Context: an optimization exercise on an open-source flow, tuned for small area and a short achievable clock period. The choices shown serve that exercise and are no tape-out recipe.
Function was not checked in any run shown here: the RTL went through the layout flow alone.

$ cat flow/run.sh
#!/bin/bash
# synth_recipe.tcl (not shown) runs the flow's synth.tcl, then flattens the netlist and writes it again
# the make line also repeats each setting of config.mk as NAME=value (left out here)
make -C /OpenROAD-flow-scripts/flow DESIGN_CONFIG=/design/flow/config.mk WORK_HOME=/design/flow/orfs CLKGATE_MAP_FILE= SYNTH_SCRIPT=/design/flow/synth_recipe.tcl finish
$ cat flow/constraint.sdc
create_clock -name core_clock -period 45.0 [get_ports {clk}]
set_input_delay 9.0000 -clock core_clock [delete_from_list [all_inputs] [get_ports {clk}]]
set_output_delay 9.0000 -clock core_clock [all_outputs]
set_load 0.01 [all_outputs]
$ cat flow/design.v
module bubble_sort (
    input  logic         clk,
    input  logic         rst_n,
    input  logic         in_vld,
    input  logic [255:0] data_in,
    output logic         out_vld,
    output logic [255:0] data_o
);
    logic [3:0] vld_q;
    always_ff @(posedge clk or negedge rst_n)
        if (!rst_n) vld_q <= '0;
        else vld_q <= {vld_q[2:0], in_vld};
    assign out_vld = vld_q[3];
    logic s_1_0_13;
    sort_cmp u_c_1_0_13 (.x(data_in[15:0]), .y(data_in[223:208]), .lt(s_1_0_13));
    logic s_1_1_12;
    sort_cmp u_c_1_1_12 (.x(data_in[31:16]), .y(data_in[207:192]), .lt(s_1_1_12));
    logic s_1_2_15;
    sort_cmp u_c_1_2_15 (.x(data_in[47:32]), .y(data_in[255:240]), .lt(s_1_2_15));
    logic s_1_3_14;
    sort_cmp u_c_1_3_14 (.x(data_in[63:48]), .y(data_in[239:224]), .lt(s_1_3_14));
    logic s_1_4_8;
    sort_cmp u_c_1_4_8 (.x(data_in[79:64]), .y(data_in[143:128]), .lt(s_1_4_8));
    logic s_1_5_6;
    sort_cmp u_c_1_5_6 (.x(data_in[95:80]), .y(data_in[111:96]), .lt(s_1_5_6));
    logic s_1_7_11;
    sort_cmp u_c_1_7_11 (.x(data_in[127:112]), .y(data_in[191:176]), .lt(s_1_7_11));
    logic s_1_9_10;
    sort_cmp u_c_1_9_10 (.x(data_in[159:144]), .y(data_in[175:160]), .lt(s_1_9_10));
    logic [15:0] r0_0;
    logic [15:0] r0_1;
    logic [15:0] r0_2;
    logic [15:0] r0_3;
    logic [15:0] r0_4;
    logic [15:0] r0_5;
    logic [15:0] r0_6;
    logic [15:0] r0_7;
    logic [15:0] r0_8;
    logic [15:0] r0_9;
    logic [15:0] r0_10;
    logic [15:0] r0_11;
    logic [15:0] r0_12;
    logic [15:0] r0_13;
    logic [15:0] r0_14;
    logic [15:0] r0_15;
    logic s_1_0_13_q;
    logic s_1_1_12_q;
    logic s_1_2_15_q;
    logic s_1_3_14_q;
    logic s_1_4_8_q;
    logic s_1_5_6_q;
    logic s_1_7_11_q;
    logic s_1_9_10_q;
    always_ff @(posedge clk) begin
        r0_0 <= data_in[15:0];
        r0_1 <= data_in[31:16];
        r0_2 <= data_in[47:32];
        r0_3 <= data_in[63:48];
        r0_4 <= data_in[79:64];
        r0_5 <= data_in[95:80];
        r0_6 <= data_in[111:96];
        r0_7 <= data_in[127:112];
        r0_8 <= data_in[143:128];
        r0_9 <= data_in[159:144];
        r0_10 <= data_in[175:160];
        r0_11 <= data_in[191:176];
        r0_12 <= data_in[207:192];
        r0_13 <= data_in[223:208];
        r0_14 <= data_in[239:224];
        r0_15 <= data_in[255:240];
        s_1_0_13_q <= s_1_0_13;
        s_1_1_12_q <= s_1_1_12;
        s_1_2_15_q <= s_1_2_15;
        s_1_3_14_q <= s_1_3_14;
        s_1_4_8_q <= s_1_4_8;
        s_1_5_6_q <= s_1_5_6;
        s_1_7_11_q <= s_1_7_11;
        s_1_9_10_q <= s_1_9_10;
    end
    logic [15:0] hi_1_0_13, lo_1_0_13;
    logic sn_1_0_13;
    sort_inv u_i_1_0_13 (.a(s_1_0_13_q), .y(sn_1_0_13));
    sort_mux16 u_h_1_0_13 (.a(r0_13), .b(r0_0), .s(s_1_0_13_q), .sn(sn_1_0_13), .y(hi_1_0_13));
    sort_mux16 u_l_1_0_13 (.a(r0_0), .b(r0_13), .s(s_1_0_13_q), .sn(sn_1_0_13), .y(lo_1_0_13));
    logic [15:0] hi_1_1_12, lo_1_1_12;
    logic sn_1_1_12;
    sort_inv u_i_1_1_12 (.a(s_1_1_12_q), .y(sn_1_1_12));
    sort_mux16 u_h_1_1_12 (.a(r0_12), .b(r0_1), .s(s_1_1_12_q), .sn(sn_1_1_12), .y(hi_1_1_12));
    sort_mux16 u_l_1_1_12 (.a(r0_1), .b(r0_12), .s(s_1_1_12_q), .sn(sn_1_1_12), .y(lo_1_1_12));
    logic [15:0] hi_1_2_15, lo_1_2_15;
    logic sn_1_2_15;
    sort_inv u_i_1_2_15 (.a(s_1_2_15_q), .y(sn_1_2_15));
    sort_mux16 u_h_1_2_15 (.a(r0_15), .b(r0_2), .s(s_1_2_15_q), .sn(sn_1_2_15), .y(hi_1_2_15));
    sort_mux16 u_l_1_2_15 (.a(r0_2), .b(r0_15), .s(s_1_2_15_q), .sn(sn_1_2_15), .y(lo_1_2_15));
    logic [15:0] hi_1_3_14, lo_1_3_14;
    logic sn_1_3_14;
    sort_inv u_i_1_3_14 (.a(s_1_3_14_q), .y(sn_1_3_14));
    sort_mux16 u_h_1_3_14 (.a(r0_14), .b(r0_3), .s(s_1_3_14_q), .sn(sn_1_3_14), .y(hi_1_3_14));
    sort_mux16 u_l_1_3_14 (.a(r0_3), .b(r0_14), .s(s_1_3_14_q), .sn(sn_1_3_14), .y(lo_1_3_14));
    logic [15:0] hi_1_4_8, lo_1_4_8;
    logic sn_1_4_8;
    sort_inv u_i_1_4_8 (.a(s_1_4_8_q), .y(sn_1_4_8));
    sort_mux16 u_h_1_4_8 (.a(r0_8), .b(r0_4), .s(s_1_4_8_q), .sn(sn_1_4_8), .y(hi_1_4_8));
    sort_mux16 u_l_1_4_8 (.a(r0_4), .b(r0_8), .s(s_1_4_8_q), .sn(sn_1_4_8), .y(lo_1_4_8));
    logic [15:0] hi_1_5_6, lo_1_5_6;
    logic sn_1_5_6;
    sort_inv u_i_1_5_6 (.a(s_1_5_6_q), .y(sn_1_5_6));
    sort_mux16 u_h_1_5_6 (.a(r0_6), .b(r0_5), .s(s_1_5_6_q), .sn(sn_1_5_6), .y(hi_1_5_6));
    sort_mux16 u_l_1_5_6 (.a(r0_5), .b(r0_6), .s(s_1_5_6_q), .sn(sn_1_5_6), .y(lo_1_5_6));
    logic [15:0] hi_1_7_11, lo_1_7_11;
    logic sn_1_7_11;
    sort_inv u_i_1_7_11 (.a(s_1_7_11_q), .y(sn_1_7_11));
    sort_mux16 u_h_1_7_11 (.a(r0_11), .b(r0_7), .s(s_1_7_11_q), .sn(sn_1_7_11), .y(hi_1_7_11));
    sort_mux16 u_l_1_7_11 (.a(r0_7), .b(r0_11), .s(s_1_7_11_q), .sn(sn_1_7_11), .y(lo_1_7_11));
    logic [15:0] hi_1_9_10, lo_1_9_10;
    logic sn_1_9_10;
    sort_inv u_i_1_9_10 (.a(s_1_9_10_q), .y(sn_1_9_10));
    sort_mux16 u_h_1_9_10 (.a(r0_10), .b(r0_9), .s(s_1_9_10_q), .sn(sn_1_9_10), .y(hi_1_9_10));
    sort_mux16 u_l_1_9_10 (.a(r0_9), .b(r0_10), .s(s_1_9_10_q), .sn(sn_1_9_10), .y(lo_1_9_10));
    logic s_2_0_5;
    sort_cmp u_c_2_0_5 (.x(hi_1_5_6), .y(hi_1_0_13), .lt(s_2_0_5));
    logic s_2_1_7;
    sort_cmp u_c_2_1_7 (.x(hi_1_7_11), .y(hi_1_1_12), .lt(s_2_1_7));
    logic s_2_2_9;
    sort_cmp u_c_2_2_9 (.x(hi_1_9_10), .y(hi_1_2_15), .lt(s_2_2_9));
    logic s_2_3_4;
    sort_cmp u_c_2_3_4 (.x(hi_1_4_8), .y(hi_1_3_14), .lt(s_2_3_4));
    logic s_2_6_13;
    sort_cmp u_c_2_6_13 (.x(lo_1_0_13), .y(lo_1_5_6), .lt(s_2_6_13));
    logic s_2_8_14;
    sort_cmp u_c_2_8_14 (.x(lo_1_3_14), .y(lo_1_4_8), .lt(s_2_8_14));
    logic s_2_10_15;
    sort_cmp u_c_2_10_15 (.x(lo_1_2_15), .y(lo_1_9_10), .lt(s_2_10_15));
    logic s_2_11_12;
    sort_cmp u_c_2_11_12 (.x(lo_1_1_12), .y(lo_1_7_11), .lt(s_2_11_12));
    logic [15:0] hi_2_0_5, lo_2_0_5;
    logic sn_2_0_5;
    sort_inv u_i_2_0_5 (.a(s_2_0_5), .y(sn_2_0_5));
    sort_mux16 u_h_2_0_5 (.a(hi_1_5_6), .b(hi_1_0_13), .s(s_2_0_5), .sn(sn_2_0_5), .y(hi_2_0_5));
    sort_mux16 u_l_2_0_5 (.a(hi_1_0_13), .b(hi_1_5_6), .s(s_2_0_5), .sn(sn_2_0_5), .y(lo_2_0_5));
    logic [15:0] hi_2_1_7, lo_2_1_7;
    logic sn_2_1_7;
    sort_inv u_i_2_1_7 (.a(s_2_1_7), .y(sn_2_1_7));
    sort_mux16 u_h_2_1_7 (.a(hi_1_7_11), .b(hi_1_1_12), .s(s_2_1_7), .sn(sn_2_1_7), .y(hi_2_1_7));
    sort_mux16 u_l_2_1_7 (.a(hi_1_1_12), .b(hi_1_7_11), .s(s_2_1_7), .sn(sn_2_1_7), .y(lo_2_1_7));
    logic [15:0] hi_2_2_9, lo_2_2_9;
    logic sn_2_2_9;
    sort_inv u_i_2_2_9 (.a(s_2_2_9), .y(sn_2_2_9));
    sort_mux16 u_h_2_2_9 (.a(hi_1_9_10), .b(hi_1_2_15), .s(s_2_2_9), .sn(sn_2_2_9), .y(hi_2_2_9));
    sort_mux16 u_l_2_2_9 (.a(hi_1_2_15), .b(hi_1_9_10), .s(s_2_2_9), .sn(sn_2_2_9), .y(lo_2_2_9));
    logic [15:0] hi_2_3_4, lo_2_3_4;
    logic sn_2_3_4;
    sort_inv u_i_2_3_4 (.a(s_2_3_4), .y(sn_2_3_4));
    sort_mux16 u_h_2_3_4 (.a(hi_1_4_8), .b(hi_1_3_14), .s(s_2_3_4), .sn(sn_2_3_4), .y(hi_2_3_4));
    sort_mux16 u_l_2_3_4 (.a(hi_1_3_14), .b(hi_1_4_8), .s(s_2_3_4), .sn(sn_2_3_4), .y(lo_2_3_4));
    logic [15:0] hi_2_6_13, lo_2_6_13;
    logic sn_2_6_13;
    sort_inv u_i_2_6_13 (.a(s_2_6_13), .y(sn_2_6_13));
    sort_mux16 u_h_2_6_13 (.a(lo_1_0_13), .b(lo_1_5_6), .s(s_2_6_13), .sn(sn_2_6_13), .y(hi_2_6_13));
    sort_mux16 u_l_2_6_13 (.a(lo_1_5_6), .b(lo_1_0_13), .s(s_2_6_13), .sn(sn_2_6_13), .y(lo_2_6_13));
    logic [15:0] hi_2_8_14, lo_2_8_14;
    logic sn_2_8_14;
    sort_inv u_i_2_8_14 (.a(s_2_8_14), .y(sn_2_8_14));
    sort_mux16 u_h_2_8_14 (.a(lo_1_3_14), .b(lo_1_4_8), .s(s_2_8_14), .sn(sn_2_8_14), .y(hi_2_8_14));
    sort_mux16 u_l_2_8_14 (.a(lo_1_4_8), .b(lo_1_3_14), .s(s_2_8_14), .sn(sn_2_8_14), .y(lo_2_8_14));
    logic [15:0] hi_2_10_15, lo_2_10_15;
    logic sn_2_10_15;
    sort_inv u_i_2_10_15 (.a(s_2_10_15), .y(sn_2_10_15));
    sort_mux16 u_h_2_10_15 (.a(lo_1_2_15), .b(lo_1_9_10), .s(s_2_10_15), .sn(sn_2_10_15), .y(hi_2_10_15));
    sort_mux16 u_l_2_10_15 (.a(lo_1_9_10), .b(lo_1_2_15), .s(s_2_10_15), .sn(sn_2_10_15), .y(lo_2_10_15));
    logic [15:0] hi_2_11_12, lo_2_11_12;
    logic sn_2_11_12;
    sort_inv u_i_2_11_12 (.a(s_2_11_12), .y(sn_2_11_12));
    sort_mux16 u_h_2_11_12 (.a(lo_1_1_12), .b(lo_1_7_11), .s(s_2_11_12), .sn(sn_2_11_12), .y(hi_2_11_12));
    sort_mux16 u_l_2_11_12 (.a(lo_1_7_11), .b(lo_1_1_12), .s(s_2_11_12), .sn(sn_2_11_12), .y(lo_2_11_12));
    logic s_3_0_1;
    sort_cmp u_c_3_0_1 (.x(hi_2_0_5), .y(hi_2_1_7), .lt(s_3_0_1));
    logic s_3_2_3;
    sort_cmp u_c_3_2_3 (.x(hi_2_2_9), .y(hi_2_3_4), .lt(s_3_2_3));
    logic s_3_4_5;
    sort_cmp u_c_3_4_5 (.x(lo_2_3_4), .y(lo_2_0_5), .lt(s_3_4_5));
    logic s_3_6_8;
    sort_cmp u_c_3_6_8 (.x(hi_2_6_13), .y(hi_2_8_14), .lt(s_3_6_8));
    logic s_3_7_9;
    sort_cmp u_c_3_7_9 (.x(lo_2_1_7), .y(lo_2_2_9), .lt(s_3_7_9));
    logic s_3_10_11;
    sort_cmp u_c_3_10_11 (.x(hi_2_10_15), .y(hi_2_11_12), .lt(s_3_10_11));
    logic s_3_12_13;
    sort_cmp u_c_3_12_13 (.x(lo_2_11_12), .y(lo_2_6_13), .lt(s_3_12_13));
    logic s_3_14_15;
    sort_cmp u_c_3_14_15 (.x(lo_2_8_14), .y(lo_2_10_15), .lt(s_3_14_15));
    logic [15:0] hi_3_0_1, lo_3_0_1;
    logic sn_3_0_1;
    sort_inv u_i_3_0_1 (.a(s_3_0_1), .y(sn_3_0_1));
    sort_mux16 u_h_3_0_1 (.a(hi_2_1_7), .b(hi_2_0_5), .s(s_3_0_1), .sn(sn_3_0_1), .y(hi_3_0_1));
    sort_mux16 u_l_3_0_1 (.a(hi_2_0_5), .b(hi_2_1_7), .s(s_3_0_1), .sn(sn_3_0_1), .y(lo_3_0_1));
    logic [15:0] hi_3_2_3, lo_3_2_3;
    logic sn_3_2_3;
    sort_inv u_i_3_2_3 (.a(s_3_2_3), .y(sn_3_2_3));
    sort_mux16 u_h_3_2_3 (.a(hi_2_3_4), .b(hi_2_2_9), .s(s_3_2_3), .sn(sn_3_2_3), .y(hi_3_2_3));
    sort_mux16 u_l_3_2_3 (.a(hi_2_2_9), .b(hi_2_3_4), .s(s_3_2_3), .sn(sn_3_2_3), .y(lo_3_2_3));
    logic [15:0] hi_3_4_5, lo_3_4_5;
    logic sn_3_4_5;
    sort_inv u_i_3_4_5 (.a(s_3_4_5), .y(sn_3_4_5));
    sort_mux16 u_h_3_4_5 (.a(lo_2_0_5), .b(lo_2_3_4), .s(s_3_4_5), .sn(sn_3_4_5), .y(hi_3_4_5));
    sort_mux16 u_l_3_4_5 (.a(lo_2_3_4), .b(lo_2_0_5), .s(s_3_4_5), .sn(sn_3_4_5), .y(lo_3_4_5));
    logic [15:0] hi_3_6_8, lo_3_6_8;
    logic sn_3_6_8;
    sort_inv u_i_3_6_8 (.a(s_3_6_8), .y(sn_3_6_8));
    sort_mux16 u_h_3_6_8 (.a(hi_2_8_14), .b(hi_2_6_13), .s(s_3_6_8), .sn(sn_3_6_8), .y(hi_3_6_8));
    sort_mux16 u_l_3_6_8 (.a(hi_2_6_13), .b(hi_2_8_14), .s(s_3_6_8), .sn(sn_3_6_8), .y(lo_3_6_8));
    logic [15:0] hi_3_7_9, lo_3_7_9;
    logic sn_3_7_9;
    sort_inv u_i_3_7_9 (.a(s_3_7_9), .y(sn_3_7_9));
    sort_mux16 u_h_3_7_9 (.a(lo_2_2_9), .b(lo_2_1_7), .s(s_3_7_9), .sn(sn_3_7_9), .y(hi_3_7_9));
    sort_mux16 u_l_3_7_9 (.a(lo_2_1_7), .b(lo_2_2_9), .s(s_3_7_9), .sn(sn_3_7_9), .y(lo_3_7_9));
    logic [15:0] hi_3_10_11, lo_3_10_11;
    logic sn_3_10_11;
    sort_inv u_i_3_10_11 (.a(s_3_10_11), .y(sn_3_10_11));
    sort_mux16 u_h_3_10_11 (.a(hi_2_11_12), .b(hi_2_10_15), .s(s_3_10_11), .sn(sn_3_10_11), .y(hi_3_10_11));
    sort_mux16 u_l_3_10_11 (.a(hi_2_10_15), .b(hi_2_11_12), .s(s_3_10_11), .sn(sn_3_10_11), .y(lo_3_10_11));
    logic [15:0] hi_3_12_13, lo_3_12_13;
    logic sn_3_12_13;
    sort_inv u_i_3_12_13 (.a(s_3_12_13), .y(sn_3_12_13));
    sort_mux16 u_h_3_12_13 (.a(lo_2_6_13), .b(lo_2_11_12), .s(s_3_12_13), .sn(sn_3_12_13), .y(hi_3_12_13));
    sort_mux16 u_l_3_12_13 (.a(lo_2_11_12), .b(lo_2_6_13), .s(s_3_12_13), .sn(sn_3_12_13), .y(lo_3_12_13));
    logic [15:0] hi_3_14_15, lo_3_14_15;
    logic sn_3_14_15;
    sort_inv u_i_3_14_15 (.a(s_3_14_15), .y(sn_3_14_15));
    sort_mux16 u_h_3_14_15 (.a(lo_2_10_15), .b(lo_2_8_14), .s(s_3_14_15), .sn(sn_3_14_15), .y(hi_3_14_15));
    sort_mux16 u_l_3_14_15 (.a(lo_2_8_14), .b(lo_2_10_15), .s(s_3_14_15), .sn(sn_3_14_15), .y(lo_3_14_15));
    logic s_4_0_2;
    sort_cmp u_c_4_0_2 (.x(hi_3_2_3), .y(hi_3_0_1), .lt(s_4_0_2));
    logic s_4_1_3;
    sort_cmp u_c_4_1_3 (.x(lo_3_2_3), .y(lo_3_0_1), .lt(s_4_1_3));
    logic s_4_4_10;
    sort_cmp u_c_4_4_10 (.x(hi_3_10_11), .y(hi_3_4_5), .lt(s_4_4_10));
    logic s_4_5_11;
    sort_cmp u_c_4_5_11 (.x(lo_3_10_11), .y(lo_3_4_5), .lt(s_4_5_11));
    logic s_4_6_7;
    sort_cmp u_c_4_6_7 (.x(hi_3_7_9), .y(hi_3_6_8), .lt(s_4_6_7));
    logic s_4_8_9;
    sort_cmp u_c_4_8_9 (.x(lo_3_7_9), .y(lo_3_6_8), .lt(s_4_8_9));
    logic s_4_12_14;
    sort_cmp u_c_4_12_14 (.x(hi_3_14_15), .y(hi_3_12_13), .lt(s_4_12_14));
    logic s_4_13_15;
    sort_cmp u_c_4_13_15 (.x(lo_3_14_15), .y(lo_3_12_13), .lt(s_4_13_15));
    logic [15:0] r1_0;
    logic [15:0] r1_1;
    logic [15:0] r1_2;
    logic [15:0] r1_3;
    logic [15:0] r1_4;
    logic [15:0] r1_5;
    logic [15:0] r1_6;
    logic [15:0] r1_7;
    logic [15:0] r1_8;
    logic [15:0] r1_9;
    logic [15:0] r1_10;
    logic [15:0] r1_11;
    logic [15:0] r1_12;
    logic [15:0] r1_13;
    logic [15:0] r1_14;
    logic [15:0] r1_15;
    logic s_4_0_2_q;
    logic s_4_1_3_q;
    logic s_4_4_10_q;
    logic s_4_5_11_q;
    logic s_4_6_7_q;
    logic s_4_8_9_q;
    logic s_4_12_14_q;
    logic s_4_13_15_q;
    always_ff @(posedge clk) begin
        r1_0 <= hi_3_0_1;
        r1_1 <= lo_3_0_1;
        r1_2 <= hi_3_2_3;
        r1_3 <= lo_3_2_3;
        r1_4 <= hi_3_4_5;
        r1_5 <= lo_3_4_5;
        r1_6 <= hi_3_6_8;
        r1_7 <= hi_3_7_9;
        r1_8 <= lo_3_6_8;
        r1_9 <= lo_3_7_9;
        r1_10 <= hi_3_10_11;
        r1_11 <= lo_3_10_11;
        r1_12 <= hi_3_12_13;
        r1_13 <= lo_3_12_13;
        r1_14 <= hi_3_14_15;
        r1_15 <= lo_3_14_15;
        s_4_0_2_q <= s_4_0_2;
        s_4_1_3_q <= s_4_1_3;
        s_4_4_10_q <= s_4_4_10;
        s_4_5_11_q <= s_4_5_11;
        s_4_6_7_q <= s_4_6_7;
        s_4_8_9_q <= s_4_8_9;
        s_4_12_14_q <= s_4_12_14;
        s_4_13_15_q <= s_4_13_15;
    end
    logic [15:0] hi_4_0_2, lo_4_0_2;
    logic sn_4_0_2;
    sort_inv u_i_4_0_2 (.a(s_4_0_2_q), .y(sn_4_0_2));
    sort_mux16 u_h_4_0_2 (.a(r1_2), .b(r1_0), .s(s_4_0_2_q), .sn(sn_4_0_2), .y(hi_4_0_2));
    sort_mux16 u_l_4_0_2 (.a(r1_0), .b(r1_2), .s(s_4_0_2_q), .sn(sn_4_0_2), .y(lo_4_0_2));
    logic [15:0] hi_4_1_3, lo_4_1_3;
    logic sn_4_1_3;
    sort_inv u_i_4_1_3 (.a(s_4_1_3_q), .y(sn_4_1_3));
    sort_mux16 u_h_4_1_3 (.a(r1_3), .b(r1_1), .s(s_4_1_3_q), .sn(sn_4_1_3), .y(hi_4_1_3));
    sort_mux16 u_l_4_1_3 (.a(r1_1), .b(r1_3), .s(s_4_1_3_q), .sn(sn_4_1_3), .y(lo_4_1_3));
    logic [15:0] hi_4_4_10, lo_4_4_10;
    logic sn_4_4_10;
    sort_inv u_i_4_4_10 (.a(s_4_4_10_q), .y(sn_4_4_10));
    sort_mux16 u_h_4_4_10 (.a(r1_10), .b(r1_4), .s(s_4_4_10_q), .sn(sn_4_4_10), .y(hi_4_4_10));
    sort_mux16 u_l_4_4_10 (.a(r1_4), .b(r1_10), .s(s_4_4_10_q), .sn(sn_4_4_10), .y(lo_4_4_10));
    logic [15:0] hi_4_5_11, lo_4_5_11;
    logic sn_4_5_11;
    sort_inv u_i_4_5_11 (.a(s_4_5_11_q), .y(sn_4_5_11));
    sort_mux16 u_h_4_5_11 (.a(r1_11), .b(r1_5), .s(s_4_5_11_q), .sn(sn_4_5_11), .y(hi_4_5_11));
    sort_mux16 u_l_4_5_11 (.a(r1_5), .b(r1_11), .s(s_4_5_11_q), .sn(sn_4_5_11), .y(lo_4_5_11));
    logic [15:0] hi_4_6_7, lo_4_6_7;
    logic sn_4_6_7;
    sort_inv u_i_4_6_7 (.a(s_4_6_7_q), .y(sn_4_6_7));
    sort_mux16 u_h_4_6_7 (.a(r1_7), .b(r1_6), .s(s_4_6_7_q), .sn(sn_4_6_7), .y(hi_4_6_7));
    sort_mux16 u_l_4_6_7 (.a(r1_6), .b(r1_7), .s(s_4_6_7_q), .sn(sn_4_6_7), .y(lo_4_6_7));
    logic [15:0] hi_4_8_9, lo_4_8_9;
    logic sn_4_8_9;
    sort_inv u_i_4_8_9 (.a(s_4_8_9_q), .y(sn_4_8_9));
    sort_mux16 u_h_4_8_9 (.a(r1_9), .b(r1_8), .s(s_4_8_9_q), .sn(sn_4_8_9), .y(hi_4_8_9));
    sort_mux16 u_l_4_8_9 (.a(r1_8), .b(r1_9), .s(s_4_8_9_q), .sn(sn_4_8_9), .y(lo_4_8_9));
    logic [15:0] hi_4_12_14, lo_4_12_14;
    logic sn_4_12_14;
    sort_inv u_i_4_12_14 (.a(s_4_12_14_q), .y(sn_4_12_14));
    sort_mux16 u_h_4_12_14 (.a(r1_14), .b(r1_12), .s(s_4_12_14_q), .sn(sn_4_12_14), .y(hi_4_12_14));
    sort_mux16 u_l_4_12_14 (.a(r1_12), .b(r1_14), .s(s_4_12_14_q), .sn(sn_4_12_14), .y(lo_4_12_14));
    logic [15:0] hi_4_13_15, lo_4_13_15;
    logic sn_4_13_15;
    sort_inv u_i_4_13_15 (.a(s_4_13_15_q), .y(sn_4_13_15));
    sort_mux16 u_h_4_13_15 (.a(r1_15), .b(r1_13), .s(s_4_13_15_q), .sn(sn_4_13_15), .y(hi_4_13_15));
    sort_mux16 u_l_4_13_15 (.a(r1_13), .b(r1_15), .s(s_4_13_15_q), .sn(sn_4_13_15), .y(lo_4_13_15));
    logic s_5_1_2;
    sort_cmp u_c_5_1_2 (.x(hi_4_1_3), .y(lo_4_0_2), .lt(s_5_1_2));
    logic s_5_3_12;
    sort_cmp u_c_5_3_12 (.x(lo_4_1_3), .y(hi_4_12_14), .lt(s_5_3_12));
    logic s_5_4_6;
    sort_cmp u_c_5_4_6 (.x(hi_4_4_10), .y(hi_4_6_7), .lt(s_5_4_6));
    logic s_5_5_7;
    sort_cmp u_c_5_5_7 (.x(hi_4_5_11), .y(lo_4_6_7), .lt(s_5_5_7));
    logic s_5_8_10;
    sort_cmp u_c_5_8_10 (.x(hi_4_8_9), .y(lo_4_4_10), .lt(s_5_8_10));
    logic s_5_9_11;
    sort_cmp u_c_5_9_11 (.x(lo_4_8_9), .y(lo_4_5_11), .lt(s_5_9_11));
    logic s_5_13_14;
    sort_cmp u_c_5_13_14 (.x(hi_4_13_15), .y(lo_4_12_14), .lt(s_5_13_14));
    logic [15:0] hi_5_1_2, lo_5_1_2;
    logic sn_5_1_2;
    sort_inv u_i_5_1_2 (.a(s_5_1_2), .y(sn_5_1_2));
    sort_mux16 u_h_5_1_2 (.a(lo_4_0_2), .b(hi_4_1_3), .s(s_5_1_2), .sn(sn_5_1_2), .y(hi_5_1_2));
    sort_mux16 u_l_5_1_2 (.a(hi_4_1_3), .b(lo_4_0_2), .s(s_5_1_2), .sn(sn_5_1_2), .y(lo_5_1_2));
    logic [15:0] hi_5_3_12, lo_5_3_12;
    logic sn_5_3_12;
    sort_inv u_i_5_3_12 (.a(s_5_3_12), .y(sn_5_3_12));
    sort_mux16 u_h_5_3_12 (.a(hi_4_12_14), .b(lo_4_1_3), .s(s_5_3_12), .sn(sn_5_3_12), .y(hi_5_3_12));
    sort_mux16 u_l_5_3_12 (.a(lo_4_1_3), .b(hi_4_12_14), .s(s_5_3_12), .sn(sn_5_3_12), .y(lo_5_3_12));
    logic [15:0] hi_5_4_6, lo_5_4_6;
    logic sn_5_4_6;
    sort_inv u_i_5_4_6 (.a(s_5_4_6), .y(sn_5_4_6));
    sort_mux16 u_h_5_4_6 (.a(hi_4_6_7), .b(hi_4_4_10), .s(s_5_4_6), .sn(sn_5_4_6), .y(hi_5_4_6));
    sort_mux16 u_l_5_4_6 (.a(hi_4_4_10), .b(hi_4_6_7), .s(s_5_4_6), .sn(sn_5_4_6), .y(lo_5_4_6));
    logic [15:0] hi_5_5_7, lo_5_5_7;
    logic sn_5_5_7;
    sort_inv u_i_5_5_7 (.a(s_5_5_7), .y(sn_5_5_7));
    sort_mux16 u_h_5_5_7 (.a(lo_4_6_7), .b(hi_4_5_11), .s(s_5_5_7), .sn(sn_5_5_7), .y(hi_5_5_7));
    sort_mux16 u_l_5_5_7 (.a(hi_4_5_11), .b(lo_4_6_7), .s(s_5_5_7), .sn(sn_5_5_7), .y(lo_5_5_7));
    logic [15:0] hi_5_8_10, lo_5_8_10;
    logic sn_5_8_10;
    sort_inv u_i_5_8_10 (.a(s_5_8_10), .y(sn_5_8_10));
    sort_mux16 u_h_5_8_10 (.a(lo_4_4_10), .b(hi_4_8_9), .s(s_5_8_10), .sn(sn_5_8_10), .y(hi_5_8_10));
    sort_mux16 u_l_5_8_10 (.a(hi_4_8_9), .b(lo_4_4_10), .s(s_5_8_10), .sn(sn_5_8_10), .y(lo_5_8_10));
    logic [15:0] hi_5_9_11, lo_5_9_11;
    logic sn_5_9_11;
    sort_inv u_i_5_9_11 (.a(s_5_9_11), .y(sn_5_9_11));
    sort_mux16 u_h_5_9_11 (.a(lo_4_5_11), .b(lo_4_8_9), .s(s_5_9_11), .sn(sn_5_9_11), .y(hi_5_9_11));
    sort_mux16 u_l_5_9_11 (.a(lo_4_8_9), .b(lo_4_5_11), .s(s_5_9_11), .sn(sn_5_9_11), .y(lo_5_9_11));
    logic [15:0] hi_5_13_14, lo_5_13_14;
    logic sn_5_13_14;
    sort_inv u_i_5_13_14 (.a(s_5_13_14), .y(sn_5_13_14));
    sort_mux16 u_h_5_13_14 (.a(lo_4_12_14), .b(hi_4_13_15), .s(s_5_13_14), .sn(sn_5_13_14), .y(hi_5_13_14));
    sort_mux16 u_l_5_13_14 (.a(hi_4_13_15), .b(lo_4_12_14), .s(s_5_13_14), .sn(sn_5_13_14), .y(lo_5_13_14));
    logic s_6_1_4;
    sort_cmp u_c_6_1_4 (.x(hi_5_4_6), .y(hi_5_1_2), .lt(s_6_1_4));
    logic s_6_2_6;
    sort_cmp u_c_6_2_6 (.x(lo_5_4_6), .y(lo_5_1_2), .lt(s_6_2_6));
    logic s_6_5_8;
    sort_cmp u_c_6_5_8 (.x(hi_5_8_10), .y(hi_5_5_7), .lt(s_6_5_8));
    logic s_6_7_10;
    sort_cmp u_c_6_7_10 (.x(lo_5_8_10), .y(lo_5_5_7), .lt(s_6_7_10));
    logic s_6_9_13;
    sort_cmp u_c_6_9_13 (.x(hi_5_13_14), .y(hi_5_9_11), .lt(s_6_9_13));
    logic s_6_11_14;
    sort_cmp u_c_6_11_14 (.x(lo_5_13_14), .y(lo_5_9_11), .lt(s_6_11_14));
    logic [15:0] hi_6_1_4, lo_6_1_4;
    logic sn_6_1_4;
    sort_inv u_i_6_1_4 (.a(s_6_1_4), .y(sn_6_1_4));
    sort_mux16 u_h_6_1_4 (.a(hi_5_4_6), .b(hi_5_1_2), .s(s_6_1_4), .sn(sn_6_1_4), .y(hi_6_1_4));
    sort_mux16 u_l_6_1_4 (.a(hi_5_1_2), .b(hi_5_4_6), .s(s_6_1_4), .sn(sn_6_1_4), .y(lo_6_1_4));
    logic [15:0] hi_6_2_6, lo_6_2_6;
    logic sn_6_2_6;
    sort_inv u_i_6_2_6 (.a(s_6_2_6), .y(sn_6_2_6));
    sort_mux16 u_h_6_2_6 (.a(lo_5_4_6), .b(lo_5_1_2), .s(s_6_2_6), .sn(sn_6_2_6), .y(hi_6_2_6));
    sort_mux16 u_l_6_2_6 (.a(lo_5_1_2), .b(lo_5_4_6), .s(s_6_2_6), .sn(sn_6_2_6), .y(lo_6_2_6));
    logic [15:0] hi_6_5_8, lo_6_5_8;
    logic sn_6_5_8;
    sort_inv u_i_6_5_8 (.a(s_6_5_8), .y(sn_6_5_8));
    sort_mux16 u_h_6_5_8 (.a(hi_5_8_10), .b(hi_5_5_7), .s(s_6_5_8), .sn(sn_6_5_8), .y(hi_6_5_8));
    sort_mux16 u_l_6_5_8 (.a(hi_5_5_7), .b(hi_5_8_10), .s(s_6_5_8), .sn(sn_6_5_8), .y(lo_6_5_8));
    logic [15:0] hi_6_7_10, lo_6_7_10;
    logic sn_6_7_10;
    sort_inv u_i_6_7_10 (.a(s_6_7_10), .y(sn_6_7_10));
    sort_mux16 u_h_6_7_10 (.a(lo_5_8_10), .b(lo_5_5_7), .s(s_6_7_10), .sn(sn_6_7_10), .y(hi_6_7_10));
    sort_mux16 u_l_6_7_10 (.a(lo_5_5_7), .b(lo_5_8_10), .s(s_6_7_10), .sn(sn_6_7_10), .y(lo_6_7_10));
    logic [15:0] hi_6_9_13, lo_6_9_13;
    logic sn_6_9_13;
    sort_inv u_i_6_9_13 (.a(s_6_9_13), .y(sn_6_9_13));
    sort_mux16 u_h_6_9_13 (.a(hi_5_13_14), .b(hi_5_9_11), .s(s_6_9_13), .sn(sn_6_9_13), .y(hi_6_9_13));
    sort_mux16 u_l_6_9_13 (.a(hi_5_9_11), .b(hi_5_13_14), .s(s_6_9_13), .sn(sn_6_9_13), .y(lo_6_9_13));
    logic [15:0] hi_6_11_14, lo_6_11_14;
    logic sn_6_11_14;
    sort_inv u_i_6_11_14 (.a(s_6_11_14), .y(sn_6_11_14));
    sort_mux16 u_h_6_11_14 (.a(lo_5_13_14), .b(lo_5_9_11), .s(s_6_11_14), .sn(sn_6_11_14), .y(hi_6_11_14));
    sort_mux16 u_l_6_11_14 (.a(lo_5_9_11), .b(lo_5_13_14), .s(s_6_11_14), .sn(sn_6_11_14), .y(lo_6_11_14));
    logic s_7_2_4;
    sort_cmp u_c_7_2_4 (.x(hi_6_2_6), .y(lo_6_1_4), .lt(s_7_2_4));
    logic [15:0] iv0;
    sort_inv16 u_iv0 (.a(lo_6_2_6), .y(iv0));
    logic s_7_3_6;
    sort_cmp u_c_7_3_6 (.x(iv0), .y(hi_5_3_12), .lt(s_7_3_6));
    logic [15:0] iv1;
    sort_inv16 u_iv1 (.a(lo_5_3_12), .y(iv1));
    logic s_7_9_12;
    sort_cmp u_c_7_9_12 (.x(hi_6_9_13), .y(iv1), .lt(s_7_9_12));
    logic s_7_11_13;
    sort_cmp u_c_7_11_13 (.x(hi_6_11_14), .y(lo_6_9_13), .lt(s_7_11_13));
    logic [15:0] r2_0;
    logic [15:0] r2_1;
    logic [15:0] r2_2;
    logic [15:0] r2_3;
    logic [15:0] r2_4;
    logic [15:0] r2_5;
    logic [15:0] r2_6;
    logic [15:0] r2_7;
    logic [15:0] r2_8;
    logic [15:0] r2_9;
    logic [15:0] r2_10;
    logic [15:0] r2_11;
    logic [15:0] r2_12;
    logic [15:0] r2_13;
    logic [15:0] r2_14;
    logic [15:0] r2_15;
    logic s_7_2_4_q;
    logic s_7_3_6_q;
    logic s_7_9_12_q;
    logic s_7_11_13_q;
    always_ff @(posedge clk) begin
        r2_0 <= hi_4_0_2;
        r2_1 <= hi_6_1_4;
        r2_2 <= hi_6_2_6;
        r2_3 <= hi_5_3_12;
        r2_4 <= lo_6_1_4;
        r2_5 <= hi_6_5_8;
        r2_6 <= iv0;
        r2_7 <= hi_6_7_10;
        r2_8 <= lo_6_5_8;
        r2_9 <= hi_6_9_13;
        r2_10 <= lo_6_7_10;
        r2_11 <= hi_6_11_14;
        r2_12 <= iv1;
        r2_13 <= lo_6_9_13;
        r2_14 <= lo_6_11_14;
        r2_15 <= lo_4_13_15;
        s_7_2_4_q <= s_7_2_4;
        s_7_3_6_q <= s_7_3_6;
        s_7_9_12_q <= s_7_9_12;
        s_7_11_13_q <= s_7_11_13;
    end
    logic [15:0] hi_7_2_4, lo_7_2_4;
    logic sn_7_2_4;
    sort_inv u_i_7_2_4 (.a(s_7_2_4_q), .y(sn_7_2_4));
    sort_mux16 u_h_7_2_4 (.a(r2_4), .b(r2_2), .s(s_7_2_4_q), .sn(sn_7_2_4), .y(hi_7_2_4));
    sort_mux16 u_l_7_2_4 (.a(r2_2), .b(r2_4), .s(s_7_2_4_q), .sn(sn_7_2_4), .y(lo_7_2_4));
    logic [15:0] hi_7_3_6, lo_7_3_6;
    logic sn_7_3_6;
    sort_inv u_i_7_3_6 (.a(s_7_3_6_q), .y(sn_7_3_6));
    sort_mux16 u_h_7_3_6 (.a(r2_6), .b(r2_3), .s(s_7_3_6_q), .sn(sn_7_3_6), .y(hi_7_3_6));
    sort_mux16 u_l_7_3_6 (.a(r2_3), .b(r2_6), .s(s_7_3_6_q), .sn(sn_7_3_6), .y(lo_7_3_6));
    logic [15:0] hi_7_9_12, lo_7_9_12;
    logic sn_7_9_12;
    sort_inv u_i_7_9_12 (.a(s_7_9_12_q), .y(sn_7_9_12));
    sort_mux16 u_h_7_9_12 (.a(r2_12), .b(r2_9), .s(s_7_9_12_q), .sn(sn_7_9_12), .y(hi_7_9_12));
    sort_mux16 u_l_7_9_12 (.a(r2_9), .b(r2_12), .s(s_7_9_12_q), .sn(sn_7_9_12), .y(lo_7_9_12));
    logic [15:0] hi_7_11_13, lo_7_11_13;
    logic sn_7_11_13;
    sort_inv u_i_7_11_13 (.a(s_7_11_13_q), .y(sn_7_11_13));
    sort_mux16 u_h_7_11_13 (.a(r2_13), .b(r2_11), .s(s_7_11_13_q), .sn(sn_7_11_13), .y(hi_7_11_13));
    sort_mux16 u_l_7_11_13 (.a(r2_11), .b(r2_13), .s(s_7_11_13_q), .sn(sn_7_11_13), .y(lo_7_11_13));
    logic s_8_3_5;
    sort_cmp u_c_8_3_5 (.x(hi_7_3_6), .y(r2_5), .lt(s_8_3_5));
    logic s_8_6_8;
    sort_cmp u_c_8_6_8 (.x(lo_7_3_6), .y(r2_8), .lt(s_8_6_8));
    logic [15:0] iv2;
    sort_inv16 u_iv2 (.a(hi_7_9_12), .y(iv2));
    logic s_8_7_9;
    sort_cmp u_c_8_7_9 (.x(r2_7), .y(iv2), .lt(s_8_7_9));
    logic [15:0] iv3;
    sort_inv16 u_iv3 (.a(lo_7_9_12), .y(iv3));
    logic s_8_10_12;
    sort_cmp u_c_8_10_12 (.x(r2_10), .y(iv3), .lt(s_8_10_12));
    logic [15:0] hi_8_3_5, lo_8_3_5;
    logic sn_8_3_5;
    sort_inv u_i_8_3_5 (.a(s_8_3_5), .y(sn_8_3_5));
    sort_mux16 u_h_8_3_5 (.a(r2_5), .b(hi_7_3_6), .s(s_8_3_5), .sn(sn_8_3_5), .y(hi_8_3_5));
    sort_mux16 u_l_8_3_5 (.a(hi_7_3_6), .b(r2_5), .s(s_8_3_5), .sn(sn_8_3_5), .y(lo_8_3_5));
    logic [15:0] hi_8_6_8, lo_8_6_8;
    logic sn_8_6_8;
    sort_inv u_i_8_6_8 (.a(s_8_6_8), .y(sn_8_6_8));
    sort_mux16 u_h_8_6_8 (.a(r2_8), .b(lo_7_3_6), .s(s_8_6_8), .sn(sn_8_6_8), .y(hi_8_6_8));
    sort_mux16 u_l_8_6_8 (.a(lo_7_3_6), .b(r2_8), .s(s_8_6_8), .sn(sn_8_6_8), .y(lo_8_6_8));
    logic [15:0] hi_8_7_9, lo_8_7_9;
    logic sn_8_7_9;
    sort_inv u_i_8_7_9 (.a(s_8_7_9), .y(sn_8_7_9));
    sort_mux16 u_h_8_7_9 (.a(iv2), .b(r2_7), .s(s_8_7_9), .sn(sn_8_7_9), .y(hi_8_7_9));
    sort_mux16 u_l_8_7_9 (.a(r2_7), .b(iv2), .s(s_8_7_9), .sn(sn_8_7_9), .y(lo_8_7_9));
    logic [15:0] hi_8_10_12, lo_8_10_12;
    logic sn_8_10_12;
    sort_inv u_i_8_10_12 (.a(s_8_10_12), .y(sn_8_10_12));
    sort_mux16 u_h_8_10_12 (.a(iv3), .b(r2_10), .s(s_8_10_12), .sn(sn_8_10_12), .y(hi_8_10_12));
    sort_mux16 u_l_8_10_12 (.a(r2_10), .b(iv3), .s(s_8_10_12), .sn(sn_8_10_12), .y(lo_8_10_12));
    logic s_9_3_4;
    sort_cmp u_c_9_3_4 (.x(lo_7_2_4), .y(hi_8_3_5), .lt(s_9_3_4));
    logic s_9_5_6;
    sort_cmp u_c_9_5_6 (.x(hi_8_6_8), .y(lo_8_3_5), .lt(s_9_5_6));
    logic s_9_7_8;
    sort_cmp u_c_9_7_8 (.x(lo_8_6_8), .y(hi_8_7_9), .lt(s_9_7_8));
    logic s_9_9_10;
    sort_cmp u_c_9_9_10 (.x(hi_8_10_12), .y(lo_8_7_9), .lt(s_9_9_10));
    logic s_9_11_12;
    sort_cmp u_c_9_11_12 (.x(lo_8_10_12), .y(hi_7_11_13), .lt(s_9_11_12));
    logic [15:0] hi_9_3_4, lo_9_3_4;
    logic sn_9_3_4;
    sort_inv u_i_9_3_4 (.a(s_9_3_4), .y(sn_9_3_4));
    sort_mux16 u_h_9_3_4 (.a(lo_7_2_4), .b(hi_8_3_5), .s(s_9_3_4), .sn(sn_9_3_4), .y(hi_9_3_4));
    sort_mux16 u_l_9_3_4 (.a(hi_8_3_5), .b(lo_7_2_4), .s(s_9_3_4), .sn(sn_9_3_4), .y(lo_9_3_4));
    logic [15:0] hi_9_5_6, lo_9_5_6;
    logic sn_9_5_6;
    sort_inv u_i_9_5_6 (.a(s_9_5_6), .y(sn_9_5_6));
    sort_mux16 u_h_9_5_6 (.a(hi_8_6_8), .b(lo_8_3_5), .s(s_9_5_6), .sn(sn_9_5_6), .y(hi_9_5_6));
    sort_mux16 u_l_9_5_6 (.a(lo_8_3_5), .b(hi_8_6_8), .s(s_9_5_6), .sn(sn_9_5_6), .y(lo_9_5_6));
    logic [15:0] hi_9_7_8, lo_9_7_8;
    logic sn_9_7_8;
    sort_inv u_i_9_7_8 (.a(s_9_7_8), .y(sn_9_7_8));
    sort_mux16 u_h_9_7_8 (.a(lo_8_6_8), .b(hi_8_7_9), .s(s_9_7_8), .sn(sn_9_7_8), .y(hi_9_7_8));
    sort_mux16 u_l_9_7_8 (.a(hi_8_7_9), .b(lo_8_6_8), .s(s_9_7_8), .sn(sn_9_7_8), .y(lo_9_7_8));
    logic [15:0] hi_9_9_10, lo_9_9_10;
    logic sn_9_9_10;
    sort_inv u_i_9_9_10 (.a(s_9_9_10), .y(sn_9_9_10));
    sort_mux16 u_h_9_9_10 (.a(hi_8_10_12), .b(lo_8_7_9), .s(s_9_9_10), .sn(sn_9_9_10), .y(hi_9_9_10));
    sort_mux16 u_l_9_9_10 (.a(lo_8_7_9), .b(hi_8_10_12), .s(s_9_9_10), .sn(sn_9_9_10), .y(lo_9_9_10));
    logic [15:0] hi_9_11_12, lo_9_11_12;
    logic sn_9_11_12;
    sort_inv u_i_9_11_12 (.a(s_9_11_12), .y(sn_9_11_12));
    sort_mux16 u_h_9_11_12 (.a(lo_8_10_12), .b(hi_7_11_13), .s(s_9_11_12), .sn(sn_9_11_12), .y(hi_9_11_12));
    sort_mux16 u_l_9_11_12 (.a(hi_7_11_13), .b(lo_8_10_12), .s(s_9_11_12), .sn(sn_9_11_12), .y(lo_9_11_12));
    logic s_10_6_7;
    sort_cmp u_c_10_6_7 (.x(lo_9_5_6), .y(hi_9_7_8), .lt(s_10_6_7));
    logic s_10_8_9;
    sort_cmp u_c_10_8_9 (.x(lo_9_7_8), .y(hi_9_9_10), .lt(s_10_8_9));
    logic [15:0] hi_10_6_7, lo_10_6_7;
    logic sn_10_6_7;
    sort_inv u_i_10_6_7 (.a(s_10_6_7), .y(sn_10_6_7));
    sort_mux16 u_h_10_6_7 (.a(hi_9_7_8), .b(lo_9_5_6), .s(s_10_6_7), .sn(sn_10_6_7), .y(hi_10_6_7));
    sort_mux16 u_l_10_6_7 (.a(lo_9_5_6), .b(hi_9_7_8), .s(s_10_6_7), .sn(sn_10_6_7), .y(lo_10_6_7));
    logic [15:0] hi_10_8_9, lo_10_8_9;
    logic sn_10_8_9;
    sort_inv u_i_10_8_9 (.a(s_10_8_9), .y(sn_10_8_9));
    sort_mux16 u_h_10_8_9 (.a(hi_9_9_10), .b(lo_9_7_8), .s(s_10_8_9), .sn(sn_10_8_9), .y(hi_10_8_9));
    sort_mux16 u_l_10_8_9 (.a(lo_9_7_8), .b(hi_9_9_10), .s(s_10_8_9), .sn(sn_10_8_9), .y(lo_10_8_9));
    logic [15:0] iv4;
    sort_inv16 u_iv4 (.a(hi_7_2_4), .y(iv4));
    logic [15:0] iv5;
    sort_inv16 u_iv5 (.a(hi_10_6_7), .y(iv5));
    logic [15:0] iv6;
    sort_inv16 u_iv6 (.a(lo_10_6_7), .y(iv6));
    logic [15:0] iv7;
    sort_inv16 u_iv7 (.a(hi_10_8_9), .y(iv7));
    logic [15:0] iv8;
    sort_inv16 u_iv8 (.a(lo_10_8_9), .y(iv8));
    logic [15:0] iv9;
    sort_inv16 u_iv9 (.a(lo_7_11_13), .y(iv9));
    logic [15:0] r3_0;
    logic [15:0] r3_1;
    logic [15:0] r3_2;
    logic [15:0] r3_3;
    logic [15:0] r3_4;
    logic [15:0] r3_5;
    logic [15:0] r3_6;
    logic [15:0] r3_7;
    logic [15:0] r3_8;
    logic [15:0] r3_9;
    logic [15:0] r3_10;
    logic [15:0] r3_11;
    logic [15:0] r3_12;
    logic [15:0] r3_13;
    logic [15:0] r3_14;
    logic [15:0] r3_15;
    always_ff @(posedge clk) begin
        r3_0 <= r2_0;
        r3_1 <= r2_1;
        r3_2 <= iv4;
        r3_3 <= hi_9_3_4;
        r3_4 <= lo_9_3_4;
        r3_5 <= hi_9_5_6;
        r3_6 <= iv5;
        r3_7 <= iv6;
        r3_8 <= iv7;
        r3_9 <= iv8;
        r3_10 <= lo_9_9_10;
        r3_11 <= hi_9_11_12;
        r3_12 <= lo_9_11_12;
        r3_13 <= iv9;
        r3_14 <= r2_14;
        r3_15 <= r2_15;
    end
    assign data_o[15:0] = r3_0;
    assign data_o[31:16] = r3_1;
    assign data_o[47:32] = r3_2;
    assign data_o[63:48] = r3_3;
    assign data_o[79:64] = r3_4;
    assign data_o[95:80] = r3_5;
    assign data_o[111:96] = r3_6;
    assign data_o[127:112] = r3_7;
    assign data_o[143:128] = r3_8;
    assign data_o[159:144] = r3_9;
    assign data_o[175:160] = r3_10;
    assign data_o[191:176] = r3_11;
    assign data_o[207:192] = r3_12;
    assign data_o[223:208] = r3_13;
    assign data_o[239:224] = r3_14;
    assign data_o[255:240] = r3_15;
endmodule
module sort_mux16 (input logic [15:0] a, b, input logic s, sn, output logic [15:0] y);
    for (genvar k = 0; k < 16; k++) begin : g
        sort_mux1 u (.a(a[k]), .b(b[k]), .s(s), .sn(sn), .y(y[k]));
    end
endmodule
module sort_mux1 (input logic a, b, s, sn, output logic y);
    assign y = ~((a | sn) & (b | s));
endmodule
module sort_inv (input logic a, output logic y);
    assign y = ~a;
endmodule
module sort_inv16 (input logic [15:0] a, output logic [15:0] y);
    assign y = ~a;
endmodule
module sort_cmp (input logic [15:0] x, y, output logic lt);
    logic [15:0] e;
    logic [7:0] g1, e1;
    logic [3:0] g2, e2;
    logic [1:0] g3, e3;
    assign e = ~(x ^ y);
    for (genvar i = 0; i < 8; i++) begin : l1
        assign g1[i] = e[2*i+1] ? y[2*i] : y[2*i+1];
        assign e1[i] = e[2*i+1] & e[2*i];
    end
    for (genvar i = 0; i < 4; i++) begin : l2
        assign g2[i] = e1[2*i+1] ? g1[2*i] : g1[2*i+1];
        assign e2[i] = e1[2*i+1] & e1[2*i];
    end
    for (genvar i = 0; i < 2; i++) begin : l3
        assign g3[i] = e2[2*i+1] ? g2[2*i] : g2[2*i+1];
        assign e3[i] = e2[2*i+1] & e2[2*i];
    end
    assign lt = e3[1] ? g3[0] : g3[1];
endmodule
$ cat flow/config.mk
export PLATFORM = sky130hd
export DESIGN_NAME = bubble_sort
export DESIGN_NICKNAME = bubble_sort
export VERILOG_FILES = /design/flow/design.v
export SDC_FILE = /design/flow/constraint.sdc
export NUM_CORES = 4
export LEC_CHECK = 0
export CAP_MARGIN = 20
export CORE_MARGIN = 2
export CORE_UTILIZATION = 40
export SLEW_MARGIN = 20
export SYNTH_HIERARCHICAL = 1
export SYNTH_MINIMUM_KEEP_SIZE = 0
==> results of run 1 <==
## synth_stat cells
master	instances	share of area (%)
maj3_2	120	2.5
dfxtp_1	1044	39
nand2b_1	60	0.70
a21oi_1	180	1.7
inv_1	820	5.7
nand3_1	60	0.56
o22ai_1	1980	23
nor2b_1	180	2.1
nor4_1	60	0.70
dfrtp_1	4	0.19
o31ai_2	60	1.4
o21ai_1	60	0.56
xnor2_1	480	7.8
nand2_1	120	0.84
nor2_1	120	0.84
maj3_1	300	5.6
o21ai_0	60	0.56
nand4_1	60	0.70
xor2_1	240	3.9
o211a_1	60	1.1
a211oi_1	60	0.84
## final cells by class
class	count	area share, %
Inverter	820	4.65
Multi-Input combinational cell	4260	45.6
Clock inverter	60	1.26
Timing Repair Buffer	596	8.77
Sequential cell	1048	31.7
Tap cell	1768	3.34
Clock buffer	141	4.64
## worst reg2reg max path: cells and delay by family, from the launching register on
kind,cells,cell delay [ps]
xor gates and xnor gates,1,250
AOI/OAI and AO/OA,12,3870
and+or+nand+nor,3,470
adders and majority gates,4,1380
buffers and inverters,7,2910
DFF,1,930
## modules after synthesis, one instance, submodules excluded, a selection
module	cells	cell area [sq um]
sort_inv	1	3.75
sort_mux1	1	6.26
bubble_sort	1048	21000
sort_inv16	16	60.1
sort_cmp	49	334
## placed cells by master (no fill, tap or decap), drive strengths merged
master         Yosys  final
nor2b            180    180
nand2b            60     60
o22ai           1980   1980
buf                0     81
o31ai             60     60
o211a             60     60
clkbuf             0    141
nor2             120    120
nand3             60     60
bufinv             0     17
xnor2            480    480
clkinvlp           0      8
clkinv             0     26
dfxtp           1044   1044
xor2             240    240
nand2            120    120
o21ai            120    120
clkdlybuf4s50      0    515
dfrtp              4      4
nand4             60     60
a211oi            60     60
maj3             420    420
inv              820    829
a21oi            180    180
nor4              60     60
## cell families (layout without fill, tap and decap cells)
kind of cell	count (synthesis)	count (layout)	share of synthesized area [%]
AOI/OAI and AO/OA	2460	2460	29.1
xor gates and xnor gates	720	720	11.7
adders and majority gates	420	420	8.08
buffers and inverters	820	1617	5.71
DFF	1048	1048	39.0
and+or+nand+nor	660	660	6.41
## path summary, 6_finish.rpt
check / to / slack [ps] / cells after the start / start
worst max-delay path: data_o[240] / 34320 / 1 / r3_15[0]
worst min-delay path: r3_0[6] / 300 / 0 / r2_0[6]
worst max register to register: r3_7[13] / 35060 / 27 / s_7_9_12_q
worst min register to register: r3_0[6] / 300 / 0 / r2_0[6]
max in group asynchronous: vld_q[3] / 36390 / 1 / rst_n
min in group asynchronous: vld_q[0] / 8450 / 1 / rst_n
## per-layer routing
metal  routed length [um]  GRT usage, %  up-vias
met5                    0             0        -
met4                13700          18.0        0
met3                14500          4.69      445
met2                97100          48.1     2093
met1                88500          37.5    24400
li1                     -             -    24700
==> impl_metrics.py, run 1 <==
metrics = {
    "cells_and_area": {
        "n_antenna_cell": 0,
        "final_area_sq_mm": 0.0662,
        "multi_input_area_sq_mm": 0.0302,
        "seqCellArea_sq_mm": 0.0210,
        "layoutNonFillerInstCount": 8693,
        "n_fill_cell": 12600,
        "nets": 7092,
        "drive_gt1_share_pct": 6.60,
        "finish.utilization_pct": 49.5,
        "areaGrowthSynthToFinish_pct": 22.8,
    },
    "worst_setup_path": {
        "cp.arrival_ps": 1680,
        "worst_setup_path_end_kind": "primary output",
        "crit_chain": "clkdlybuf4s50_1",
        "worst-path-max-fanout": 1,
        "cp.buffers_inverters": 1,
        "slowest_delay_ps": 600,
        "cpMaxStageDelayCell": "clkdlybuf4s50_1",
        "cp_top_family": "buffers and inverters",
        "worst_ep_required_time_ps": 36000,
        "startpoint_type": "flip-flop",
        "worst-setup-path-type": "flip-flop to primary output",
    },
    "drt": {
        "dr.first_iter.drc_count": 4737,
        "routed_wl_mm": 214,
        "via_per_inst": 5.94,
        "postRouteAntennaNets": 0,
        "via_count": 51700,
        "dr.pass1.iters": 7,
        "drcViolationCount": 0,
        "wl_per_cell_um": 24.6,
    },
    "clock_tree": {
        "clk_pin_slew_ps": 70,
        "clock-sinks": 1048,
        "ctsHoldBuffers": 0,
        "h-tree-depth": 3,
        "cts_tree": "done",
        "clock_latency_ps": 750,
        "clock-root-buffer": "clkbuf_16",
        "cts_inserted_buffers": 107,
        "clockBufferDepth": 3,
        "cts_setup_buffers": 0,
        "cts_resized": 0,
    },
    "logic_synthesis": {
        "ys_warn_count": 7,
        "syn-num-nets": 6387,
        "synth_seq_cells": 1048,
        "netlist_instances": 6128,
        "synth_area_sq_mm": 0.0539,
        "ys_types": 21,
        "synth.yosys.seq_area_share_pct": 39.0,
        "synth.avg_cell_area_sq_um": 8.79,
    },
    "placement": {
        "hpwl_mm": 175,
        "postPlaceCellArea_sq_mm": 0.0622,
        "placedCellCount": 8485,
        "gp_congestion": 1.01,
        "place_ws_ps": 34170,
        "portBuffers": 515,
    },
    "sta": {
        "finalSetupViolations": 0,
        "skew_ps": 52.9,
        "fin_crit_sh_pct": 23.7,
        "slew_violations": 0,
        "whs_ps": 301,
        "slew_headroom_pct": 17.2,
        "finalHoldViolCount": 0,
        "fmax_mhz": 93.6,
        "fin_ws_ps": 34320,
        "setup-tns-final_ps": 0,
        "rsz0062_at_grt": "false",
        "fin_crit_ps": 10680,
        "tightest_slew_ps": 1240,
    },
    "floorplanning": {
        "start_util_pct": 40.3,
        "core_region_area_sq_mm": 0.134,
        "die_x_um": 371,
        "fp.dieH_um": 371,
        "io_pins": 516,
        "dieArea_sq_mm": 0.138,
        "rows": 134,
    },
    "global_routing": {
        "grt_max_degree": 34,
        "grt_usage_pct": 29.8,
        "grt_overflow": 0,
        "grt_pass1_vias": 46500,
        "grt_pass1_wl_mm": 307,
        "antenna_found_initial": 2,
    },
    "run_status": {
        "status": "no timing/DRC/antenna violations",
    },
    "flow_run": {
        "cap_violations": 0,
    },
    "worst_hold_path": {
        "worstHoldPathType": "flip-flop to flip-flop",
    },
}
==> run 2, diff against run 1 <==
--- a/flow/design.v
+++ b/flow/design.v
@@ -659,22 +659,40 @@
     assign y = ~a;
 endmodule
 module sort_cmp (input logic [15:0] x, y, output logic lt);
-    logic [15:0] e;
-    logic [7:0] g1, e1;
+    logic [15:1] e;
+    logic [7:0] g1n, e1n;
     logic [3:0] g2, e2;
-    logic [1:0] g3, e3;
-    assign e = ~(x ^ y);
+    logic [1:0] g3n, e3n;
+    for (genvar i = 1; i < 16; i++) begin : l0
+        sort_xnor u (.a(x[i]), .b(y[i]), .y(e[i]));
+    end
     for (genvar i = 0; i < 8; i++) begin : l1
-        assign g1[i] = e[2*i+1] ? y[2*i] : y[2*i+1];
-        assign e1[i] = e[2*i+1] & e[2*i];
+        sort_mux2i um (.s(e[2*i+1]), .a(y[2*i]), .b(y[2*i+1]), .y(g1n[i]));
+        if (i > 0) begin : ge
+            sort_nand2 ua (.a(e[2*i+1]), .b(e[2*i]), .y(e1n[i]));
+        end else begin : gz
+            assign e1n[i] = 1'b0;
+        end
     end
     for (genvar i = 0; i < 4; i++) begin : l2
-        assign g2[i] = e1[2*i+1] ? g1[2*i] : g1[2*i+1];
-        assign e2[i] = e1[2*i+1] & e1[2*i];
+        sort_mux2i um (.s(e1n[2*i+1]), .a(g1n[2*i+1]), .b(g1n[2*i]), .y(g2[i]));
+        sort_nor2 ua (.a(e1n[2*i+1]), .b(e1n[2*i]), .y(e2[i]));
     end
     for (genvar i = 0; i < 2; i++) begin : l3
-        assign g3[i] = e2[2*i+1] ? g2[2*i] : g2[2*i+1];
-        assign e3[i] = e2[2*i+1] & e2[2*i];
+        sort_mux2i um (.s(e2[2*i+1]), .a(g2[2*i]), .b(g2[2*i+1]), .y(g3n[i]));
+        sort_nand2 ua (.a(e2[2*i+1]), .b(e2[2*i]), .y(e3n[i]));
     end
-    assign lt = e3[1] ? g3[0] : g3[1];
+    sort_mux2i ur (.s(e3n[1]), .a(g3n[1]), .b(g3n[0]), .y(lt));
+endmodule
+module sort_xnor (input logic a, b, output logic y);
+    assign y = ~(a ^ b);
+endmodule
+module sort_mux2i (input logic s, a, b, output logic y);
+    assign y = ~(s ? a : b);
+endmodule
+module sort_nand2 (input logic a, b, output logic y);
+    assign y = ~(a & b);
+endmodule
+module sort_nor2 (input logic a, b, output logic y);
+    assign y = ~(a | b);
 endmodule
==> run 2 against run 1 <==
Compared with the run above:
- highest routed layer unchanged
- flip-flop and latch count did not move
- wire length fell by 5.2%
- cell count fell by 6.0%
- area after synthesis fell by 1.3%
- clock skew fell by 4.4 ps
- register-to-register slack improved by 850 ps
==> impl_metrics.py, run 2 <==
metrics = {
    "logic_synthesis": {
        "synthArstFlopShare_pct": 0.382,
        "synth.area.mux_share_pct": 16.9,
        "synth_seq_cells": 1048,
        "synthTopCellsByCount": "o22ai_1, dfxtp_1, mux2i_1, xnor2_1, nand2_1",
        "synth.avg_cell_area_sq_um": 9.42,
        "synth_top_area_cell": "dfxtp_1",
        "synthSimpleGateAreaFrac_pct": 4.66,
        "synth_compound_area_share_pct": 22.6,
        "synthAdderAreaFrac_pct": 0,
        "synth_area_sq_mm": 0.0532,
        "synth_edf_count": 0,
        "synth_top_family_by_area": "compound AO/OA/AOI/OAI gates",
        "ys_types": 8,
        "synth-main-ff-cell": "dfxtp_1",
        "syn-num-nets": 5907,
        "synth.area.top_cells": "dfxtp_1, o22ai_1, mux2i_1",
        "synth_xor_area_share_pct": 14.8,
        "synth.yosys.seq_area_share_pct": 39.5,
        "netlist_instances": 5648,
        "ys_warn_count": 7,
        "synthDominantCellAreaShare_pct": 39.3,
        "synth_most_common_cell": "o22ai_1",
    },
    "clock_tree": {
        "cts_setup_buffers": 0,
        "cts_resized": 0,
        "ctsHoldBuffers": 0,
        "cts_inserted_buffers": 109,
        "cts_tree": "done",
        "h-tree-depth": 3,
        "clock_latency_ps": 750,
        "clock-sinks": 1048,
        "clock-root-buffer": "clkbuf_16",
        "clk_pin_slew_ps": 60,
        "clockBufferDepth": 3,
    },
    "global_routing": {
        "grt_max_degree": 34,
        "grt_pass1_wl_mm": 287,
        "antenna_found_initial": 1,
        "grt_pass1_vias": 43400,
        "grt_usage_pct": 28.3,
        "grt_overflow": 0,
    },
    "placement": {
        "hpwl_mm": 167,
        "portBuffers": 515,
        "placedCellCount": 7966,
        "place_ws_ps": 34350,
        "gp_congestion": 1.06,
        "postPlaceCellArea_sq_mm": 0.0611,
    },
    "worst_setup_path": {
        "cp_top_family": "buffers and inverters",
        "cp.buffers_inverters": 1,
        "crit_chain": "clkdlybuf4s50_1",
        "worst_ep_required_time_ps": 36000,
        "worst_setup_path_end_kind": "primary output",
        "cpMaxStageDelayCell": "clkdlybuf4s50_1",
        "worst-setup-path-type": "flip-flop to primary output",
        "critPathLaunch": "r3_2[3]",
        "worst-path-max-fanout": 1,
        "reg2reg_from": "s_7_3_6_q",
        "slowest_delay_ps": 570,
        "cp.arrival_ps": 1670,
        "startpoint_type": "flip-flop",
    },
    "drt": {
        "wl_per_cell_um": 24.8,
        "dr.first_iter.drc_count": 4588,
        "via_per_inst": 5.96,
        "postRouteAntennaNets": 0,
        "dr.pass1.iters": 6,
        "drcViolationCount": 0,
        "via_count": 48700,
        "routed_wl_mm": 203,
    },
    "cells_and_area": {
        "layoutNonFillerInstCount": 8172,
        "drive_gt1_share_pct": 4.26,
        "nets": 6581,
        "areaGrowthSynthToFinish_pct": 22.1,
        "final_area_sq_mm": 0.0649,
        "layout_common_cells": "o22ai_1, dfxtp_1, xnor2_1, mux2i_1, clkdlybuf4s50_1",
        "n_fill_cell": 12400,
        "final_common_cell": "o22ai_1",
    },
    "worst_hold_path": {
        "holdCritStartpoint": "r2_14[13]",
        "worstHoldPathType": "flip-flop to flip-flop",
    },
    "sta": {
        "fin_ws_ps": 34330,
        "setup-tns-final_ps": 0,
        "slew_headroom_pct": 8.73,
        "rsz0062_at_grt": "false",
        "finalHoldViolCount": 0,
        "fin_crit_ps": 10670,
        "slew_violations": 0,
        "fmax_mhz": 93.7,
        "skew_ps": 48.5,
        "finalSetupViolations": 0,
        "fin_crit_sh_pct": 23.7,
        "tightest_slew_ps": 1370,
    },
    "floorplanning": {
        "core_region_area_sq_mm": 0.132,
        "io_pins": 516,
        "dieArea_sq_mm": 0.136,
        "start_util_pct": 40.4,
        "die_x_um": 369,
        "rows": 133,
        "fp.dieH_um": 369,
    },
    "flow_run": {
        "cap_violations": 0,
    },
    "run_status": {
        "status": "no timing/DRC/antenna violations",
    },
}
-- run 2: worst paths after layout --
check | end | slack (ps) | depth (start not counted)
setup / recovery | data_o[35] | 34330 | 1
hold reg to reg | r3_14[13] | 310 | 0
min in group asynchronous | vld_q[3] | 8490 | 1
max in group asynchronous | vld_q[0] | 36330 | 1
hold / removal | r3_14[13] | 310 | 0
setup reg to reg | r3_7[15] | 35910 | 27
-- run 2: cell type report --
cell class	count	area, sq um	share of cell area, %
diodes	2	5.00	0.00771
inverters	220	826	1.27
clock buffers	144	2990	4.60
flip-flops and latches	1048	21000	32.3
well taps	1755	2200	3.38
multi-input cells	4380	31500	48.6
clock inverters	60	870	1.34
repair buffers	563	5520	8.49
-- run 2: metal layers --
metal / up-vias / global-route usage, % / part of all wire, %
met4: 0 / 16.9 / 6.5
met1: 23000 / 36.0 / 42
met2: 2090 / 45.9 / 45
li1: 23200 / - / -
met5: - / 0 / 0
met3: 423 / 3.68 / 6.7
-- run 2: worst reg2reg max path, delay by kind of cell, from the launching register on --
family	cells	cell delay, ps
xor gates and xnor gates	3	900
and+or+nand+nor	4	600
AOI/OAI and AO/OA	4	1650
muxes	8	1340
DFF	1	1020
buffers and inverters	8	3500
-- run 2: stage by stage --
| step | utilization, % | hold slack (ps) |
|---|---|---|
| global route | 49.3 | 327 |
| detailed placement | 46.3 | 312 |
| finish | 49.3 | 313 |
| floorplan | - | 310 |
| CTS | 49.3 | 317 |
| global placement | 46.3 | 313 |
-- run 2: logic make-up (layout without fill, tap and decap cells) --
| kind of cell | count (synthesis) | count (layout) |
|---|---|---|
| DFF | 1048 | 1048 |
| and+or+nand+nor | 660 | 660 |
| buffers and inverters | 220 | 987 |
| xor gates and xnor gates | 900 | 900 |
| AOI/OAI and AO/OA | 1920 | 1920 |
| muxes | 900 | 900 |
| other | 0 | 2 |
-- run 2: Yosys stat by module (local to each module, per instance), a selection --
module       area, sq um  copies in the design
bubble_sort        21000                     1
sort_inv            3.75                    60
sort_inv16          60.1                    10
sort_mux1           6.26                  1920
sort_mux2i          10.0                   900
sort_nand2          3.75                   480
sort_nor2           3.75                   180
sort_xnor           8.76                   900

what the ideal ports hide:
The results above use ideal ports. As a check the final layouts listed here were re-extracted and re-timed, cells and wires unchanged.
Step 1, drivers: a clkbuf_16 drives clk and a buf_2 each remaining input, both assumed.
Step 2 times the ports against the registers' clock, not the clock port: input delays grow and output delays shrink by t, the midpoint of the rising clock arrivals with the driver on.
a / b / c = ideal / step 1 / step 2; a / b = the first two.
| run | t, ns | setup WS [ns] | worst setup path at the end | slew at the worst register clock pin (ns) | worst slew at a driven data input, ns |
|---|---|---|---|---|---|
| run 1 | 0.806 | 34.316 / 34.237 / 34.243 | input to register | 0.07 / 0.07 | 0.10 |
| run 2 | 0.798 | 34.332 / 34.255 / 34.384 | input to register | 0.08 / 0.08 | 0.07 |
After both steps every run listed still meets setup and hold. The setup slack of run 1, which loses most, moves by -0.079 ns with the drivers and by -0.073 ns with both steps.
